From an optimization exercise on the open Yosys and OpenROAD flow, aimed at small area and a short achievable clock period; shortcuts taken in it are not production practice.
Function was not checked in any run shown here: the RTL went through the layout flow alone.

==> flow/design.v (outline; a module is shown in full before it is edited, if it fits) <==
// module cordic: 3815 lines
module cordic (
    input  wire        clk,
    input  wire        rst,
    input  wire        valid_i,
    input  wire signed [16:0] x_i,
    input  wire signed [16:0] y_i,
    output wire        valid_o,
    output wire signed [16:0] x_o,
    output wire signed [16:0] y_o
    );
  // ...
==> flow/run.sh <==
#!/bin/bash
# synth_recipe.tcl (not shown) runs the flow's synth.tcl, then flattens the netlist and writes it again
# the make line also repeats each setting of config.mk as NAME=value (left out here)
make -C /OpenROAD-flow-scripts/flow DESIGN_CONFIG=/design/flow/config.mk WORK_HOME=/design/flow/orfs CLKGATE_MAP_FILE= SYNTH_SCRIPT=/design/flow/synth_recipe.tcl finish
==> flow/config.mk <==
export PLATFORM = sky130hd
export DESIGN_NAME = cordic
export DESIGN_NICKNAME = cordic
export VERILOG_FILES = /design/flow/design.v
export SDC_FILE = /design/flow/constraint.sdc
export NUM_CORES = 4
export LEC_CHECK = 0
export CAP_MARGIN = 20
export CORE_MARGIN = 2
export CORE_UTILIZATION = 40
export SETUP_SLACK_MARGIN = 1.5
export SLEW_MARGIN = 20
==> flow/constraint.sdc <==
create_clock -name core_clock -period 4.6 [get_ports {clk}]
set_input_delay 0.9200 -clock core_clock [delete_from_list [all_inputs] [get_ports {clk}]]
set_output_delay 0.9200 -clock core_clock [all_outputs]
set_load 0.01 [all_outputs]
==> flow_summary_export.csv, run 1 <==
group,metric,value,unit
logic_synthesis,netlist_area,0.0340,mm2
finish,layout_common_cells,"539 x dfxtp_1, 437 x ha_1, 297 x xnor2_1, 276 x xor2_1, 259 x inv_1",
clocking,cts.sinks,575,
sta,tightestPinTransition,0.718,ns
critical_path,worstPathBufferInverterCount,0,
clocking,ctsHtreeMaxLevel,3,
min_path,worstHoldEndpoint,"vp[9]",
grt,grt_pass1_wl,125000,um
critical_path,cp-endpoint,"rdx5",
run_status,status,"timing/DRC/antenna clean",
placed_design,io_buffers,71,
drt,drt_wl_total,78400,um
logic_synthesis,yosysTopAreaCell,"dfxtp_1",
floorplan,taps,1134,
finish,multi_input_area,0.0237,mm2
logic_synthesis,syn_nets,4016,
logic_synthesis,seq_area_frac_synth,33.8,%
logic_synthesis,synthCells,3406,
critical_path,crit_path_max_fanout,7,
logic_synthesis,async_reset_ff_share,0,%
critical_path,ff2ff_setup_slack,0.96,ns
min_path,min_from,"vp[8]",
finish,stdcell_count,4982,
logic_synthesis,ys.flop_type,"dfxtp_1",
clocking,cts_root_buf,"clkbuf_16",
floorplan,die_w,296,um
placed_design,dpl.cell_count,4589,
drt,vias,24295,
critical_path,crit_required,5.10,ns
floorplan,dieArea,0.0874,mm2
grt,grtUsageMet1,19.9,%
critical_path,r2r-end,"rdx5",
critical_path,critical_path.top_delay_family,"simple AND/OR/NAND/NOR gates",
logic_synthesis,synth.area.top_cells,"dfxtp_1 34%, ha_1 17%, xnor2_1 8.7%",
logic_synthesis,yosys.area_share.simple,10.9,%
==> inputs of run 2 (changes only) <==
--- a/flow/config.mk
+++ b/flow/config.mk
@@ -5,6 +5,7 @@
 export SDC_FILE = /design/flow/constraint.sdc
 export NUM_CORES = 4
 export LEC_CHECK = 0
+export ABC_AREA = 1
 export CAP_MARGIN = 20
 export CORE_MARGIN = 2
 export CORE_UTILIZATION = 40
==> flow_summary_export.csv, run 2 <==
group,metric,value,unit
finish,fillers,9299,
clocking,cts.sinks,575,
logic_synthesis,netlist_area,0.0377,mm2
logic_synthesis,async_reset_ff_share,0,%
drt,first_iter_violations,1134,
placed_design,io_buffers,71,
sta,finalSetupViolations,0,
critical_path,crit_path_max_fanout,19,
placed_design,hpwl,64400,um
clocking,worstSkewPairLatency,0.63,ns
critical_path,worstPathArrival,3.42,ns
sta,hold_ws,0.398,ns
floorplan,fp.dieH,311,um
drt,drt_wl_total,78800,um
floorplan,rows,112,
grt,grt_pass1_vias,28275,
critical_path,r2r_cells,14,
finish,drive_gt1_share,4.97,%
clocking,hold_buffers,0,
logic_synthesis,synth-seq-cells,575,
logic_synthesis,avgSynthCellArea,7.84,um2
min_path,worst_hold_path_type,"register to register",
logic_synthesis,yosys-top-cells-count,"1175 x nand2_1, 793 x inv_1, 575 x dfxtp_1, 453 x ha_1, 323 x xor2_1",
logic_synthesis,synth-edff-count,0,
floorplan,start_util,40.4,%
grt,grtUsageMet1,20.9,%
sta,rsz0062_at_grt,"false",
drt,post-route-drc-count,0,
logic_synthesis,ys.flop_type,"dfxtp_1",
run,cap_viol_max_count,0,
clocking,clk_pin_slew,0.06,ns
floorplan,ios,72,
sta,finalSetupTns,0,ns
logic_synthesis,synthCells,4805,
min_path,min_from,"vp[14]",
grt,grt_pass1_wl,135000,um
placed_design,dpl.cell_count,6109,
sta,drv_slew,0,
grt,grt.busiest_layer,"met2",
floorplan,die_w,311,um
critical_path,crit_start,"rdx7",
grt,antenna_found_initial,0,
floorplan,dieArea,0.0967,mm2
drt,wire_per_inst,12.6,um
grt,met3_usage,2.17,%
sta,finClkSkew,0.0154,ns
finish,diodes,0,
placed_design,gp_congestion,0.823,
logic_synthesis,synth.area.top_cells,"dfxtp_1 31%, ha_1 15%, nand2_1 12%",
finish,syn2layout_area_growth,13.2,%
grt,overflow,0,
critical_path,rr_startpoint,"rdx7",
drt,first_pass_iters,7,
sta,tightestPinTransition,0.628,ns
logic_synthesis,yosys_warnings,1,
logic_synthesis,seq_area_frac_synth,30.5,%
logic_synthesis,syn_nets,5415,
logic_synthesis,yosys.cell_types.count,43,
sta,relSlewSlack,57.8,%
sta,timing.fmax,0.343,GHz
floorplan,core,0.0933,mm2
logic_synthesis,post-synth-top-count-cell,"nand2_1",
grt,grt_max_degree,28,
sta,finalCriticalPeriod,2.91,ns
drt,vias,28870,
grt,grtUsageMet2,29.7,%
clocking,cts_buffers,72,
logic_synthesis,yosysTopAreaCell,"dfxtp_1",
clocking,cts.path.max_buffers,3,
sta,timing.final.hold_violations,0,
clocking,ctsHtreeMaxLevel,3,
finish,stdcell_count,6248,
clocking,cts_tree,"done",
drt,vias_per_cell,4.62,
min_path,min_path_cells,2,
critical_path,critical_path_class,"register to register",
critical_path,worstSetupStartpointType,"register",
critical_path,critPathCaptureType,"register",
sta,post-route-period-util,63.3,%
grt,grt_usage,16.6,%
finish,layout_commonest_cell,"nand2_1",
drt,postRouteAntennaNets,0,
run_status,status,"timing/DRC/antenna clean",
logic_synthesis,synth_top_area_share,30.5,%
clocking,cts_root_buf,"clkbuf_16",
critical_path,ff2ff_setup_slack,1.69,ns
critical_path,crit_required,5.11,ns
finish,nNetsFinal,5549,
finish,layout_common_cells,"1170 x nand2_1, 791 x inv_1, 564 x dfxtp_1, 453 x ha_1, 318 x xor2_1",
-- run 2: cell count changes after synthesis, moves of 46 or more --
cell      change
nand3_1     +195
nand2_1    +1055
a21oi_1      +67
a21o_1       -55
xnor2_1     -151
o21a_1       -46
nor3_1       -49
inv_1       +532
nand4_1      +47
nand2b_1     -47
nor2_1       +51
-- run 2: critical path, stage by stage, from the launching register on --
cell and delay [ns]:
dfxtp_4 0.52, buf_4 0.26, xnor2_1 0.09, ha_1 0.33, nand3_1 0.09, nand2_1 0.10, a31oi_1 0.15, o21ai_2 0.35
nand2_1 0.09, nand2_1 0.09, inv_1 0.07, nor2_1 0.09, nor2_1 0.06, fa_1 0.37, xnor2_1 0.14
-- run 2: cells by family (layout without fill, tap and decap cells) --
family          after synthesis  count (layout)  share of synthesized area (%)
compound gates              416             416                           6.64
fa+ha+maj                   573             573                           21.4
simple gates               1889            1889                           21.0
xor+xnor                    509             509                           11.8
buf+inv                     843            1032                           8.55
flops                       575             575                           30.5
-- run 2: worst paths after layout --
check             to
max reg2reg  rx8[14]
min           vp[15]
max          rx8[14]
min reg2reg   vp[15]
-- run 2: final cells by class --
type	count	area (um2)	share of cell area, %
tap	1254	1570	3.68
clock buffer	96	2020	4.74
sequential	575	11500	27.1
clock inverter	33	427	1.00
multi-input combinational	3387	23100	54.1
inverter	799	3010	7.05
timing repair buffer	104	1000	2.35
-- run 2: what timing repair did --
| action | CTS | global route |
|---|---|---|
| pin swaps | 1 | 2 |
| resized for setup | 19 | 32 |
| buffers inserted | 6 | 4 |
| endpoints found under the setup margin | 65 | 58 |
-- run 2: routing by layer --
layer  share of wire, %  up-vias
met5                  0        -
met3                2.4      107
met4                1.9        0
met1                 48    13066
met2                 48      255
li1                   -    15442
-- run 2: through the flow --
stage	setup WS, ns	instance area (um2)	util (%)
after floorplan	1.64	37700	-
after global placement	1.01	39900	42.8
after detailed placement	1.01	39900	42.8
after CTS	1.51	42500	45.5
after global routing	1.50	42700	45.7
final	1.69	42700	45.7
==> inputs of run 3 (changes only) <==
--- a/flow/config.mk
+++ b/flow/config.mk
@@ -9,5 +9,5 @@
 export CAP_MARGIN = 20
 export CORE_MARGIN = 2
 export CORE_UTILIZATION = 40
-export SETUP_SLACK_MARGIN = 1.5
+export SETUP_SLACK_MARGIN = 1.2
 export SLEW_MARGIN = 20
==> flow_summary_export.csv, run 3 <==
group,metric,value,unit
critical_path,crit_path_max_fanout,14,
drt,vias_per_cell,4.61,
drt,first_iter_violations,1175,
floorplan,fp.dieH,311,um
sta,timing.final.hold_violations,0,
placed_design,hpwl,64500,um
finish,nNetsFinal,5544,
clocking,cts.sinks,575,
floorplan,rows,112,
sta,drv_slew,0,
critical_path,slowest_delay,0.55,ns
grt,grt_usage,16.6,%
floorplan,start_util,40.4,%
clocking,cts_root_buf,"clkbuf_16",
logic_synthesis,post-synth-top-count-cell,"nand2_1",
logic_synthesis,seq_area_frac_synth,30.5,%
critical_path,worstPathBufferInverterCount,5,
sta,relSlewSlack,45.5,%
sta,setup_ws,1.50,ns
clocking,worstSkewPairLatency,0.64,ns
logic_synthesis,yosys.cell_types.count,43,
finish,fillers,9313,
sta,finalSetupViolations,0,
logic_synthesis,synth_top_area_share,30.5,%
logic_synthesis,syn_nets,5415,
critical_path,path_cells,"xor2_1, buf_4, clkinvlp_4, buf_4, ha_1, a21o_1, a31oi_1, o21ai_2, nand2_1, nand2_1, inv_1, nor2_1, nor2_1, fa_1, inv_1",
finish,drive_gt1_share,4.65,%
placed_design,gp_congestion,0.822,
critical_path,worstSetupStartpointType,"register",
sta,tightestPinTransition,0.811,ns
floorplan,core,0.0933,mm2
clocking,cts_buffers,71,
critical_path,critPathCaptureType,"register",
logic_synthesis,yosys_warnings,1,
logic_synthesis,yosys-top-cells-count,"1175 x nand2_1, 793 x inv_1, 575 x dfxtp_1, 453 x ha_1, 323 x xor2_1",
floorplan,ios,72,
sta,finalSetupTns,0,ns
clocking,cts_tree,"done",
critical_path,critical_path.top_delay_family,"adder cells",
min_path,worst_hold_path_type,"register to register",
drt,wire_per_inst,12.6,um
clocking,cts.path.max_buffers,3,
sta,rsz0062_at_grt,"false",
floorplan,dieArea,0.0967,mm2
logic_synthesis,ys.flop_type,"dfxtp_1",
drt,first_pass_iters,4,
logic_synthesis,synth.area.top_cells,"dfxtp_1 31%, ha_1 15%, nand2_1 12%",
sta,finalCriticalPeriod,3.10,ns
placed_design,pre_cts_ws,1.15,ns
logic_synthesis,netlist_area,0.0377,mm2
clocking,clk_pin_slew,0.06,ns
logic_synthesis,async_reset_ff_share,0,%
critical_path,critical_path_class,"register to register",
critical_path,slowest_stage,"dfxtp_2",
drt,drt_wl_total,78700,um
logic_synthesis,synth-seq-cells,575,
critical_path,crit_required,5.18,ns
logic_synthesis,avgSynthCellArea,7.84,um2
grt,antenna_found_initial,0,
logic_synthesis,synth-edff-count,0,
drt,vias,28803,
drt,postRouteAntennaNets,0,
clocking,ctsHtreeMaxLevel,3,
finish,syn2layout_area_growth,12.8,%
critical_path,worstPathArrival,3.68,ns
run,cap_viol_max_count,0,
finish,diodes,0,
placed_design,io_buffers,71,
grt,grt_max_degree,31,
sta,timing.fmax,0.322,GHz
grt,grt_pass1_vias,28408,
logic_synthesis,synthCells,4805,
run_status,status,"timing/DRC/antenna clean",
finish,layout_common_cells,"1172 x nand2_1, 791 x inv_1, 567 x dfxtp_1, 453 x ha_1, 321 x xor2_1",
finish,layout_commonest_cell,"nand2_1",
sta,post-route-period-util,67.5,%
floorplan,die_w,311,um
sta,finClkSkew,0.0292,ns
drt,post-route-drc-count,0,
grt,grt_pass1_wl,135000,um
logic_synthesis,yosysTopAreaCell,"dfxtp_1",
grt,overflow,0,
[run 3: cell type report]
class                   instances  area, um2  share of cell area [%]
inverters                     799       3010                    7.07
flip-flops and latches        575      11500                    27.1
multi-input cells            3387      23000                    54.1
clock inverters                31        409                   0.963
well taps                    1254       1570                    3.69
clock buffers                 100       2070                    4.86
repair buffers                100        928                    2.18
[run 3: worst paths after layout]
| check | slack [ns] | startpoint | cells after the start | to |
|---|---|---|---|---|
| worst min-delay path | 0.40 | vp[5] | 2 | vp[6] |
| worst max register to register | 1.50 | rdx13 | 15 | rx14[13] |
| worst min register to register | 0.40 | vp[5] | 2 | vp[6] |
| worst max-delay path | 1.50 | rdx13 | 15 | rx14[13] |
[run 3: per-stage QoR]
step / utilization (%) / cells / hold WS (ns) / area (um2)
floorplan: - / 4805 / 0.388 / 37700
global placement: 42.8 / 6109 / 0.389 / 39900
detailed placement: 42.8 / 6109 / 0.394 / 39900
CTS: 45.4 / 6240 / 0.397 / 42400
global route: 45.5 / 6246 / 0.401 / 42500
finish: 45.5 / 6246 / 0.399 / 42500
[run 3: timing repair]
item / in CTS / in global routing
resized for setup: 2 / 13
hold buffers: 0 / 0
setup buffers: 0 / 6
setup endpoints to repair: 4 / 47
[run 3: cells by family (layout without fill, tap and decap cells)]
group           Yosys count  count (layout)  synth area share (%)
simple gates           1889            1889                  21.0
flops                   575             575                  30.5
fa+ha+maj               573             573                  21.4
compound gates          416             416                  6.64
buf+inv                 843            1030                  8.55
xor+xnor                509             509                  11.8
[run 3: worst min-delay path: stages (launching register included)]
cell and delay, ns:
dfxtp_1 0.30, inv_1 0.04, nor2_1 0.03
[run 3: metal layers]
layer / part of all wire [%] / track usage (%) / up-vias / wire length, um
li1: - / - / 15417 / -
met1: 48 / 21.0 / 13058 / 37600
met2: 48 / 29.4 / 236 / 37600
met3: 2.6 / 2.37 / 92 / 2030
met4: 1.8 / 4.33 / 0 / 1440
met5: 0 / 0 / - / 0

port drivers added, routing unchanged:
In the flow no input, the clock included, has a driving cell. The finished layouts below were timed again as built, in two steps.
Step 1, drivers: a clkbuf_16 drives clk and a buf_2 each remaining input, both assumed.
Step 2 times the ports against the registers' clock, not the clock port: input delays grow and output delays shrink by t, the midpoint of the rising clock arrivals with the driver on.
a / b / c = ideal / step 1 / step 2; a / b = the first two.
run	t, ns	slack for setup (ns)	clock arrival spread, ns
run 1	0.669	0.956 / 0.956 / 0.956	0.027 / 0.027
run 2	0.680	1.687 / 1.687 / 1.597	0.016 / 0.015
run 3	0.689	1.497 / 1.497 / 1.497	0.031 / 0.031
After both steps every run listed still meets setup and hold. For run 2, which loses most, drivers alone change the setup slack by 0.000 ns; drivers and shift together by -0.090 ns.
